What follows belongs to an exercise in optimizing a design on an open flow for small area; a production flow would make more cautious choices. The RTL was checked by simulation tests, not by an equivalence proof against the original design. The clock port is modelled as an ideal driver; clocking choices that lean on that would not hold on a real chip. Power is estimated from default activity; no workload was simulated.

==> flow/design.v (excerpt) <==
module UART_SYS
(
 input   wire                          CLK,
 input   wire                          RST_N,
 input   wire                          UART_RX_IN,
 output  wire                          UART_TX_O,
 output  reg                           parity_error,
 output  reg                           framing_error
);
reg  [6:0]  pos;
wire        tick = &pos[3:0];
wire        wrap = &pos;
wire        last7 = pos[2:0] == 3'd7;
reg         clr;             
always @(posedge CLK or negedge RST_N)
  if (!RST_N) begin
    pos <= 7'd32;
    clr <= 1'b1;
  end else begin
    pos <= wrap ? 7'd32 : pos + 7'd1;
    if (wrap) clr <= 1'b0;
  end
reg        act;              
reg  [3:0] bc;               
reg  [7:0] rxd;
reg        rpar;
wire       rxv  = tick && act && (bc == 4'd10) && UART_RX_IN && !parity_error;
always @(posedge CLK or negedge RST_N)
  if (!RST_N) begin
    act <= 1'b0;
    parity_error  <= 1'b0;
    framing_error <= 1'b0;
  end else if (tick) begin
    if (!act) begin
      if (!UART_RX_IN) act <= 1'b1;
    end else begin
      if (bc == 4'd9) parity_error <= rpar ^ UART_RX_IN;
      if (bc == 4'd10) begin
        framing_error <= !UART_RX_IN;
        act <= 1'b0;
      end
    end
  end
always @(posedge CLK)
  if (tick) begin
    if (!act) begin
      bc   <= 4'd1;
      rpar <= 1'b0;
    end else begin
      bc <= bc + 4'd1;
      if (bc <= 4'd8) begin
        rxd  <= {UART_RX_IN, rxd[7:1]};
        rpar <= rpar ^ UART_RX_IN;
      end
    end
  end
localparam [3:0] S_IDLE = 4'd0, S_AA1 = 4'd1, S_AA2 = 4'd2, S_BB1 = 4'd3,
                 S_CC1  = 4'd4, S_CC2 = 4'd5, S_FN  = 4'd6,
                 E_WR   = 4'd8, E_RD  = 4'd9, E_ALU = 4'd10, E_BB = 4'd11;
reg  [3:0]  ps;
wire [3:0]  es = ps;
reg  [3:0]  arg;
reg  [7:0]  ra, rb;           
reg  [15:0] P;
reg  [3:0]  tb;               
reg         req, hi, tpar;
reg         c, z;
reg  [95:0] ring;
wire [7:0]  H = P[15:8];
wire [7:0]  L = P[7:0];
wire [3:0]  fn = rxd[3:0];
wire        do_wr  = rxv && ps == S_AA2;               
wire        do_rd  = rxv && ps == S_BB1;               
wire        do_alu = rxv && ps == S_FN;                
wire        ringst = es == E_WR || es == E_RD;
wire        xfer   = ringst && pos[6:3] == arg;
  ...
Size: roughly 6 I/O pins, roughly 6800 sq um of cells after synthesis.
clock: 32.0 ns
lec_check: 0
abc_area: 1
cap_margin: 10
core_margin: 2
core_utilization: 40
cts_buf_list: sky130_fd_sc_hd__clkbuf_8
slew_margin: 10
standard.sh (not shown) runs the stock make flow with config.mk's settings and CLKGATE_MAP_FILE= SYNTH_SCRIPT=/design/flow/synth_recipe.tcl, a recipe that flattens the netlist after the stock synthesis.
==> flow/flow/run.sh <==
#!/bin/bash
# Standard layout (standard synthesis unchanged), with these changes:
# - after floorplan, flow/rmp.tcl re-maps the combinational logic for area
#   (OpenROAD restructure) onto the platform's cells less its don't-use cells;
# - clock tree synthesis adds no dummy loads, and flow/down.tcl then downsizes
#   clock buffers while every flip-flop clock pin keeps a slew of at most 120 ps;
# - the port buffers use the smallest buffer cell.
set -euo pipefail
W=$(pwd)
python3 "$W/flow/rmp_lib.py" "$FLOW_HOME" "$W/rmp.lib" > rmp_lib.log 2>&1
export RMP_LIB="$W/rmp.lib"
bash standard.sh \
  "POST_FLOORPLAN_TCL=$W/flow/rmp.tcl" \
  "CTS_ARGS=-sink_clustering_enable -repair_clock_nets -buf_list sky130_fd_sc_hd__clkbuf_8 -dont_use_dummy_load" \
  "BUFFER_PORTS_ARGS=-buffer_cell sky130_fd_sc_hd__buf_1" \
  "POST_CTS_TCL=$W/flow/down.tcl" \
  finish > orfs_flow.log 2>&1
==> flow/flow/down.tcl <==
# Downsize clock buffers while every flip-flop clock pin keeps a slew of at
# most 110 ps (estimated from placement).
proc clk_worst_slew {} {
  set ws 0
  foreach pin [get_pins -hierarchical */CLK] {
    set s [get_property $pin slew_max]
    if {$s > $ws} { set ws $s }
  }
  return $ws
}
set limit 0.120
estimate_parasitics -placement
foreach inst [get_cells *] {
  set m [get_property $inst ref_name]
  if {![string match "sky130_fd_sc_hd__clkbuf_*" $m]} { continue }
  foreach cand {sky130_fd_sc_hd__clkbuf_2 sky130_fd_sc_hd__clkbuf_4} {
    if {[string equal $cand $m]} { break }
    replace_cell $inst [get_lib_cells */$cand]
    estimate_parasitics -placement
    if {[clk_worst_slew] <= $limit} {
      puts "DOWNSIZE [get_property $inst name] $m -> $cand"
      set m $cand
      break
    }
    replace_cell $inst [get_lib_cells */$m]
    estimate_parasitics -placement
  }
}
puts "WORST_AFTER [clk_worst_slew]"
Other scripts of this flow, unchanged in this note and not shown: flow/flow/rmp.tcl, flow/flow/rmp_lib.py
The baseline completed with no timing, DRC or antenna violations.
Change:
--- a/flow/flow/down.tcl
+++ b/flow/flow/down.tcl
@@ -2 +2 @@
-# most 110 ps (estimated from placement).
+# most 120 ps (estimated from placement).
--- a/flow/config.mk
+++ b/flow/config.mk
@@ -11 +11 @@
-export CORE_UTILIZATION = 40
+export CORE_UTILIZATION = 65
Hold slack is worse by 0.0056 ns.
Clock power shrinks by a little under a tenth.
Routed wire length shrinks by a few percent.
Flip-flop and latch count does not change.
Change:
--- a/flow/flow/run.sh
+++ b/flow/flow/run.sh
@@ -6 +6 @@
-#   clock buffers while every flip-flop clock pin keeps a slew of at most 120 ps;
+#   clock buffers while every flip-flop clock pin keeps a slew of at most 110 ps;
--- a/flow/flow/down.tcl
+++ b/flow/flow/down.tcl
@@ -2 +2 @@
-# most 120 ps (estimated from placement).
+# most 110 ps (estimated from placement).
@@ -11 +11 @@
-set limit 0.120
+set limit 0.110
--- a/flow/config.mk
+++ b/flow/config.mk
@@ -11 +11 @@
-export CORE_UTILIZATION = 65
+export CORE_UTILIZATION = 40
Effect: Setup slack improved by 0.29 ns; critical path depth stays the same; synthesized cell count is unchanged; design area grows by 2.4%; cell count climbs by 13%; sequential power hardly moves.
Change:
--- a/flow/config.mk
+++ b/flow/config.mk
@@ -8,2 +8 @@
-export ABC_AREA = 1
-export CAP_MARGIN = 10
+export CAP_MARGIN = 20
@@ -13 +12 @@
-export SLEW_MARGIN = 10
+export SLEW_MARGIN = 20
The changed run finished with timing, DRC and antenna clean. Setup slack improved by 0.27 ns. Hold slack degrades by 0.0036 ns. Die area goes down by 0.41%. Fmax went up by about 3%. Count of clock-buffer cells in the layout is unchanged. Cell count is higher by 0.51%. Via count grows by about 1.8%. Final area rose by about 1.7%. Wire length went up by about 2%. Global-route usage stays flat. Non-clock buffer count rises by 4.

==> afterwards: timing with drivers on the ports <==
The flow's constraints put no driver on any port. The routed layouts listed below were extracted and timed again, unchanged, in two steps.
Step 1 assumes that a clkbuf_16 drives the clock port and a buf_2 every other input.
Step 2 moves the port delays by t, midway between the first and last clock arrival at a register: inputs arrive t later, outputs are due t later. That takes back most of the time a late clock gives input paths.
Three values: ideal, step 1, step 2; two values: the first two.
run | shift t [ns] | setup WS [ns] | pins driven straight from the clock port
the first run | 0.713 | 23.167 / 23.182 / 22.469 | 1
the second run | 0.532 | 22.914 / 22.924 / 22.393 | 1
the third run | 0.740 | 23.208 / 23.223 / 22.483 | 1
the fourth run | 0.742 | 23.478 / 23.487 / 22.744 | 1
After both steps every run listed still meets setup and hold. For the fourth run, which loses most, drivers alone change the setup slack by +0.009 ns; drivers and shift together by -0.734 ns.
